Context: an optimization exercise on an open-source flow, tuned for small area. The choices shown serve that exercise and are no tape-out recipe. Function was checked by simulation only, so behaviour that the tests miss may differ from the original.

==> run a <==
Design macrow4, start of the top module:
module macrow4(
    input clk,
    input reset_n,
    input enX,
    input[3:0] enW,
    input [15:0] X_i,
    input [15:0] W_i,
    output valid_o,
    output [15:0] Y_o
);
Settings: LEC_CHECK=0, ABC_AREA=1, CAP_MARGIN=20, CORE_MARGIN=2, CORE_UTILIZATION=40, CTS_BUF_LIST=sky130_fd_sc_hd__clkbuf_4 sky130_fd_sc_hd__clkbuf_8, SLEW_MARGIN=20, SYNTH_HIERARCHICAL=1; clock period 18.0 ns.
run.sh (not shown) runs the stock make flow with config.mk's settings and CLKGATE_MAP_FILE= SYNTH_SCRIPT=/design/flow/synth_recipe.tcl, a recipe that flattens the netlist after the stock synthesis.
==> inputs of run b, as changes to run a <==
--- a/flow/design.v
+++ b/flow/design.v
@@ -160,15 +160,15 @@
     assign y = {n191, n190, n186, n184, n182, n180, n178, n176, n174, n172, n170, n168};
 endmodule
 module fa_c(input a, input b, input c, output s, output co);
     assign s  = a ^ b ^ c;
     assign co = (a & b) | (a & c) | (b & c);
 endmodule
 module maj_c(input a, input b, input c, output co);
-    assign co = (a & b) | (a & c) | (b & c);
+    assign co = (a & b) | (c & (a | b));
 endmodule
 module ha_c(input a, input b, output s, output co);
     assign s  = a ^ b;
     assign co = a & b;
 endmodule
 `timescale 1ns/1ns
 module macrow4(
@@ -194,42 +194,38 @@
             mn = x[9:0] << (lz + 4'd1);
             f_dec = {x[15], e0 & ~|x[9:0], &x[14:10], e0 & |x[9:0],
                      e0 ? -{2'b00, lz} : {1'b0, x[14:10]},
                      e0 ? mn : x[9:0]};
         end
     endfunction
     function [15:0] f_post(input [9:0] xa, input [9:0] wb, input [11:0] p);
-        reg       p1, s, d, zero, inf, ovf, q16, big;
-        reg [6:0] E, Eb, Epb, eo7;
-        reg [4:0] sh, eo;
+        reg       p1, s, d, zero, inf, pos, ovf, q16, big;
+        reg [6:0] Ep, F;
+        reg [3:0] sh;
         reg [11:0] pm;
         begin
             p1   = p[11];
-            E    = {xa[5], xa[5:0]} + {wb[5], wb[5:0]};
-            Eb   = E ^ 7'h40;
-            Epb  = Eb + {6'd0, p1};
+            Ep   = {xa[5], xa[5:0]} + {wb[5], wb[5:0]};    
+            F    = Ep + {6'd0, p1};                         
             s    = xa[9] ^ wb[9];
             d    = xa[6] ^ wb[6];
             zero = xa[8] | wb[8] | (xa[6] & wb[6]);
             inf  = xa[7] | wb[7];
-            ovf  = Epb >= 7'd110;             
-            q16  = (E == 7'd16) & ~p1 & d;
-            big  = (Epb >= 7'd80) & ~q16;     
-            if (big)                  sh = {4'd0, p1};
-            else if (q16)             sh = 5'd0;
-            else if (E == 7'd15)      sh = {4'd0, d};
-            else if (Eb < 7'd68)      sh = 5'd12;     
-            else                      sh = 5'd16 - E[4:0];
+            pos  = ~F[6] & |F[5:0];                         
+            ovf  = ~F[6] & (F[5] | &F[4:0]);                
+            q16  = (Ep == 7'd1) & ~p1 & d;
+            big  = pos & ~q16;
+            if (big)                      sh = {3'd0, p1};
+            else if (q16)                 sh = 4'd0;
+            else if (Ep == 7'd0)          sh = {3'd0, d};
+            else if (Ep[6:2] < 5'b11101)  sh = 4'd12;       
+            else                          sh = 4'd1 - Ep[3:0];
             pm   = p >> sh;
-            eo7  = E + {6'd0, p1} - 7'd15;
-            eo   = big ? eo7[4:0] : 5'd0;
-            f_post = inf  ? {s, 5'b11111, 10'd0} :
-                     zero ? {s, 15'd0} :
-                     ovf  ? {s, 5'b11111, 10'd0} :
-                            {s, eo, pm[9:0]};
+            f_post = {s, {5{inf | (~zero & ovf)}} | ((big & ~(inf | zero | ovf)) ? F[4:0] : 5'd0),
+                      (inf | zero | ovf) ? 10'd0 : pm[9:0]};
         end
     endfunction
     function [15:0] f_add(input [15:0] a, input [15:0] b);
         reg        sa, sb, ia, ib, zab, sub, agb, sL, hL, hS, c, st, gt, vz, so, si;
         reg [4:0]  ea, eL, eS, df, eo;
         reg [14:0] L, S;
         reg [20:0] S21;
@@ -331,15 +327,16 @@
     reg  [9:0]  x_m;
     always @(posedge clk) begin
         x_s <= xd[19];
         x_z <= xd[18];
         x_e <= xd[15:10];
         x_m <= xd[9:0];
     end
-    wire [9:0]  x_a = {x_s, x_z, x_e == 6'd31, x_e[5] | (x_e == 6'd0), x_e};
+    wire [5:0]  x_e15 = x_e - 6'd15;
+    wire [9:0]  x_a = {x_s, x_z, x_e == 6'd31, x_e[5] | (x_e == 6'd0), x_e15};
     wire [12:0] x3  = {2'b01, x_m, 1'b0} + {3'b001, x_m};      
     wire [11:0] pm0, pm1, pm2, pm3;
     mant_mul mm0(.a(x_m), .x3(x3), .b(w_m[0 +: 10]),  .y(pm0));
     mant_mul mm1(.a(x_m), .x3(x3), .b(w_m[10 +: 10]), .y(pm1));
     mant_mul mm2(.a(x_m), .x3(x3), .b(w_m[20 +: 10]), .y(pm2));
     mant_mul mm3(.a(x_m), .x3(x3), .b(w_m[30 +: 10]), .y(pm3));
     reg [15:0] r_p0, r_p1, r_p2, r_p3;
==> flow/flow/run.sh (new file) <==
#!/bin/bash
# Own layout flow: the standard flow (standard.sh) with one change. Synthesis
# maps the combinational logic with an area-oriented ABC script
# (flow/abc_area.script: choice computation, then ABC's area mapper amap) in
# place of ORFS's abc_area.script. The synthesis script itself, the registers,
# floorplan, placement, CTS and routing are the standard flow's.
set -euo pipefail
W=$(pwd)
rm -rf "$W/scripts_abc"
mkdir -p "$W/scripts_abc"
cp -r "$FLOW_HOME/scripts/." "$W/scripts_abc/"
cp "$W/flow/abc_area.script" "$W/scripts_abc/abc_area.script"
# the standard make command, for the synth target, with the copied scripts
sed -e 's|"${@:-finish}"|SCRIPTS_DIR='"$W"'/scripts_abc synth|' standard.sh > synth_abc.sh
grep -q "scripts_abc synth" synth_abc.sh
bash synth_abc.sh > synth.log 2>&1
# the rest of the standard flow, up to the final DEF
bash standard.sh > layout.log 2>&1
==> flow/flow/abc_area.script (new file) <==
strash
dch -f
amap
topo
stime -c
==> flow/standard.sh (new file) <==
#!/bin/bash
# synth_recipe.tcl (not shown) runs the flow's synth.tcl, then flattens the netlist and writes it again
# the make line also repeats each setting of config.mk as NAME=value (left out here)
make -C /OpenROAD-flow-scripts/flow DESIGN_CONFIG=/design/flow/config.mk WORK_HOME=/design/flow/orfs CLKGATE_MAP_FILE= SYNTH_SCRIPT=/design/flow/synth_recipe.tcl "${@:-finish}"
==> flow/config.mk (replaced) <==
export PLATFORM = sky130hd
export DESIGN_NAME = macrow4
export DESIGN_NICKNAME = macrow4
export VERILOG_FILES = /design/flow/design.v
export SDC_FILE = /design/flow/constraint.sdc
export NUM_CORES = 4
export LEC_CHECK = 0
export ABC_AREA = 1
export CAP_MARGIN = 20
export CORE_MARGIN = 2
export CORE_UTILIZATION = 30
export CTS_CLUSTER_DIAMETER = 100
export CTS_CLUSTER_SIZE = 30
export SLEW_MARGIN = 20
export SYNTH_HIERARCHICAL = 1
removed: flow/run.sh
==> inputs of run c, as changes to run a <==
--- a/flow/design.v
+++ b/flow/design.v
@@ -160,15 +160,15 @@
     assign y = {n191, n190, n186, n184, n182, n180, n178, n176, n174, n172, n170, n168};
 endmodule
 module fa_c(input a, input b, input c, output s, output co);
     assign s  = a ^ b ^ c;
     assign co = (a & b) | (a & c) | (b & c);
 endmodule
 module maj_c(input a, input b, input c, output co);
-    assign co = (a & b) | (a & c) | (b & c);
+    assign co = (a & b) | (c & (a | b));
 endmodule
 module ha_c(input a, input b, output s, output co);
     assign s  = a ^ b;
     assign co = a & b;
 endmodule
 `timescale 1ns/1ns
 module macrow4(
@@ -194,42 +194,38 @@
             mn = x[9:0] << (lz + 4'd1);
             f_dec = {x[15], e0 & ~|x[9:0], &x[14:10], e0 & |x[9:0],
                      e0 ? -{2'b00, lz} : {1'b0, x[14:10]},
                      e0 ? mn : x[9:0]};
         end
     endfunction
     function [15:0] f_post(input [9:0] xa, input [9:0] wb, input [11:0] p);
-        reg       p1, s, d, zero, inf, ovf, q16, big;
-        reg [6:0] E, Eb, Epb, eo7;
-        reg [4:0] sh, eo;
+        reg       p1, s, d, zero, inf, pos, ovf, q16, big;
+        reg [6:0] Ep, F;
+        reg [3:0] sh;
         reg [11:0] pm;
         begin
             p1   = p[11];
-            E    = {xa[5], xa[5:0]} + {wb[5], wb[5:0]};
-            Eb   = E ^ 7'h40;
-            Epb  = Eb + {6'd0, p1};
+            Ep   = {xa[5], xa[5:0]} + {wb[5], wb[5:0]};    
+            F    = Ep + {6'd0, p1};                         
             s    = xa[9] ^ wb[9];
             d    = xa[6] ^ wb[6];
             zero = xa[8] | wb[8] | (xa[6] & wb[6]);
             inf  = xa[7] | wb[7];
-            ovf  = Epb >= 7'd110;             
-            q16  = (E == 7'd16) & ~p1 & d;
-            big  = (Epb >= 7'd80) & ~q16;     
-            if (big)                  sh = {4'd0, p1};
-            else if (q16)             sh = 5'd0;
-            else if (E == 7'd15)      sh = {4'd0, d};
-            else if (Eb < 7'd68)      sh = 5'd12;     
-            else                      sh = 5'd16 - E[4:0];
+            pos  = ~F[6] & |F[5:0];                         
+            ovf  = ~F[6] & (F[5] | &F[4:0]);                
+            q16  = (Ep == 7'd1) & ~p1 & d;
+            big  = pos & ~q16;
+            if (big)                      sh = {3'd0, p1};
+            else if (q16)                 sh = 4'd0;
+            else if (Ep == 7'd0)          sh = {3'd0, d};
+            else if (Ep[6:2] < 5'b11101)  sh = 4'd12;       
+            else                          sh = 4'd1 - Ep[3:0];
             pm   = p >> sh;
-            eo7  = E + {6'd0, p1} - 7'd15;
-            eo   = big ? eo7[4:0] : 5'd0;
-            f_post = inf  ? {s, 5'b11111, 10'd0} :
-                     zero ? {s, 15'd0} :
-                     ovf  ? {s, 5'b11111, 10'd0} :
-                            {s, eo, pm[9:0]};
+            f_post = {s, {5{inf | (~zero & ovf)}} | ((big & ~(inf | zero | ovf)) ? F[4:0] : 5'd0),
+                      (inf | zero | ovf) ? 10'd0 : pm[9:0]};
         end
     endfunction
     function [15:0] f_add(input [15:0] a, input [15:0] b);
         reg        sa, sb, ia, ib, zab, sub, agb, sL, hL, hS, c, st, gt, vz, so, si;
         reg [4:0]  ea, eL, eS, df, eo;
         reg [14:0] L, S;
         reg [20:0] S21;
@@ -331,15 +327,16 @@
     reg  [9:0]  x_m;
     always @(posedge clk) begin
         x_s <= xd[19];
         x_z <= xd[18];
         x_e <= xd[15:10];
         x_m <= xd[9:0];
     end
-    wire [9:0]  x_a = {x_s, x_z, x_e == 6'd31, x_e[5] | (x_e == 6'd0), x_e};
+    wire [5:0]  x_e15 = x_e - 6'd15;
+    wire [9:0]  x_a = {x_s, x_z, x_e == 6'd31, x_e[5] | (x_e == 6'd0), x_e15};
     wire [12:0] x3  = {2'b01, x_m, 1'b0} + {3'b001, x_m};      
     wire [11:0] pm0, pm1, pm2, pm3;
     mant_mul mm0(.a(x_m), .x3(x3), .b(w_m[0 +: 10]),  .y(pm0));
     mant_mul mm1(.a(x_m), .x3(x3), .b(w_m[10 +: 10]), .y(pm1));
     mant_mul mm2(.a(x_m), .x3(x3), .b(w_m[20 +: 10]), .y(pm2));
     mant_mul mm3(.a(x_m), .x3(x3), .b(w_m[30 +: 10]), .y(pm3));
     reg [15:0] r_p0, r_p1, r_p2, r_p3;
==> flow/flow/run.sh (new file) <==
#!/bin/bash
# Own layout flow: the standard flow (standard.sh) with one change. Synthesis
# maps the combinational logic with an area-oriented ABC script
# (flow/abc_area.script: choice computation, then ABC's area mapper amap) in
# place of ORFS's abc_area.script. The synthesis script itself, the registers,
# floorplan, placement, CTS and routing are the standard flow's.
set -euo pipefail
W=$(pwd)
rm -rf "$W/scripts_abc"
mkdir -p "$W/scripts_abc"
cp -r "$FLOW_HOME/scripts/." "$W/scripts_abc/"
cp "$W/flow/abc_area.script" "$W/scripts_abc/abc_area.script"
# the standard make command, for the synth target, with the copied scripts
sed -e 's|"${@:-finish}"|SCRIPTS_DIR='"$W"'/scripts_abc synth|' standard.sh > synth_abc.sh
grep -q "scripts_abc synth" synth_abc.sh
bash synth_abc.sh > synth.log 2>&1
# the rest of the standard flow, up to the final DEF
bash standard.sh > layout.log 2>&1
==> flow/flow/abc_area.script (new file) <==
strash
dch -f
amap
topo
stime -c
==> flow/standard.sh (new file) <==
#!/bin/bash
# synth_recipe.tcl (not shown) runs the flow's synth.tcl, then flattens the netlist and writes it again
# the make line also repeats each setting of config.mk as NAME=value (left out here)
make -C /OpenROAD-flow-scripts/flow DESIGN_CONFIG=/design/flow/config.mk WORK_HOME=/design/flow/orfs CLKGATE_MAP_FILE= SYNTH_SCRIPT=/design/flow/synth_recipe.tcl "${@:-finish}"
==> flow/config.mk (replaced) <==
export PLATFORM = sky130hd
export DESIGN_NAME = macrow4
export DESIGN_NICKNAME = macrow4
export VERILOG_FILES = /design/flow/design.v
export SDC_FILE = /design/flow/constraint.sdc
export NUM_CORES = 4
export LEC_CHECK = 0
export ABC_AREA = 1
export CAP_MARGIN = 20
export CORE_MARGIN = 2
export CORE_UTILIZATION = 40
export SLEW_MARGIN = 20
export SYNTH_HIERARCHICAL = 1
removed: flow/run.sh
==> run notes <==
status -> complete, no violations
Final min period -> 16.00 ns
Critical path destination -> y[6]$_SDFF_PP0_
non-clock buffer share of cell area -> 2.92%
worst r2r dst -> y[6]$_SDFF_PP0_
inverters -> 589
WP buf/inv -> 13
Worst Reg2Reg Path Length in Cells -> 73
clk_skew -> 0.0389 ns
leading cell types in the layout, fill and taps excluded -> clkinv_1 (589), nor2_1 (453), nand2_1 (309), o21ai_0 (236), fa_1 (231)
Root Buffer -> clkbuf_16
sequential area share after synthesis -> 19.5%
Synth Area in Compound Gates -> 29.8%
largest net degree at the start of global routing -> 48
final hold slack -> 0.354 ns
# the run above: run b

==> run notes <==
status -> complete, no violations
Final min period -> 12.58 ns
leading cell types in the layout, fill and taps excluded -> nand2_1 (1,582), inv_1 (536), nand3_1 (507), o21ai_0 (286), fa_1 (231)
WP buf/inv -> 9
sequential area share after synthesis -> 17.0%
non-clock buffer share of cell area -> 2.15%
Worst Reg2Reg Path Length in Cells -> 51
Synth Area in Compound Gates -> 11.5%
Root Buffer -> clkbuf_8
largest net degree at the start of global routing -> 54
CLK BUF -> 59
Critical path destination -> r_p3[3]$_SDFF_PP0_
area share of fa/ha/maj cells after synthesis -> 21.4%
final hold slack -> 0.345 ns
met3 usage -> 2.84%
clk_skew -> 0.0426 ns
# the run above: run a

==> run notes <==
via count -> 25,859
status -> complete, no violations
Final min period -> 16.17 ns
WP buf/inv -> 14
Critical path destination -> y[7]$_SDFF_PP0_
Root Buffer -> clkbuf_16
largest net degree at the start of global routing -> 47
num rows -> 94
worst r2r dst -> y[7]$_SDFF_PP0_
final hold slack -> 0.347 ns
leading cell types in the layout, fill and taps excluded -> clkinv_1 (589), nor2_1 (453), nand2_1 (309), o21ai_0 (236), fa_1 (231)
Routed WL -> 81,200 um
Worst Reg2Reg Path Length in Cells -> 79
sequential area share after synthesis -> 19.5%
Clock transition at path regs -> 0.06 ns
inverters -> 589
# the run above: run c

port drivers added, routing unchanged:
How much do the figures lean on ideal ports? The routed layouts below were timed once more, with nothing changed but the port constraints. Step 1, drivers: a clkbuf_16 drives clk and a buf_2 each remaining input, both assumed. Step 2 moves the port delays by t, midway between the first and last clock arrival at a register: inputs arrive t later, outputs are due t later. That takes back most of the time a late clock gives input paths. Slacks: ideal ports / drivers / drivers and shift; pairs: ideal ports / drivers.
run	t (ns)	setup WS [ns]	worst hold slack (ns)	clock arrival spread, ns	pins driven straight from the clock port
run a	0.659	5.424 / 5.424 / 5.424	0.345 / 0.345 / 0.345	0.048 / 0.049	1
run b	0.582	2.001 / 2.001 / 2.001	0.354 / 0.354 / 0.354	0.039 / 0.039	1
run c	0.615	1.827 / 1.827 / 1.827	0.347 / 0.347 / 0.347	0.017 / 0.017	1
After both steps every run listed still meets setup and hold.
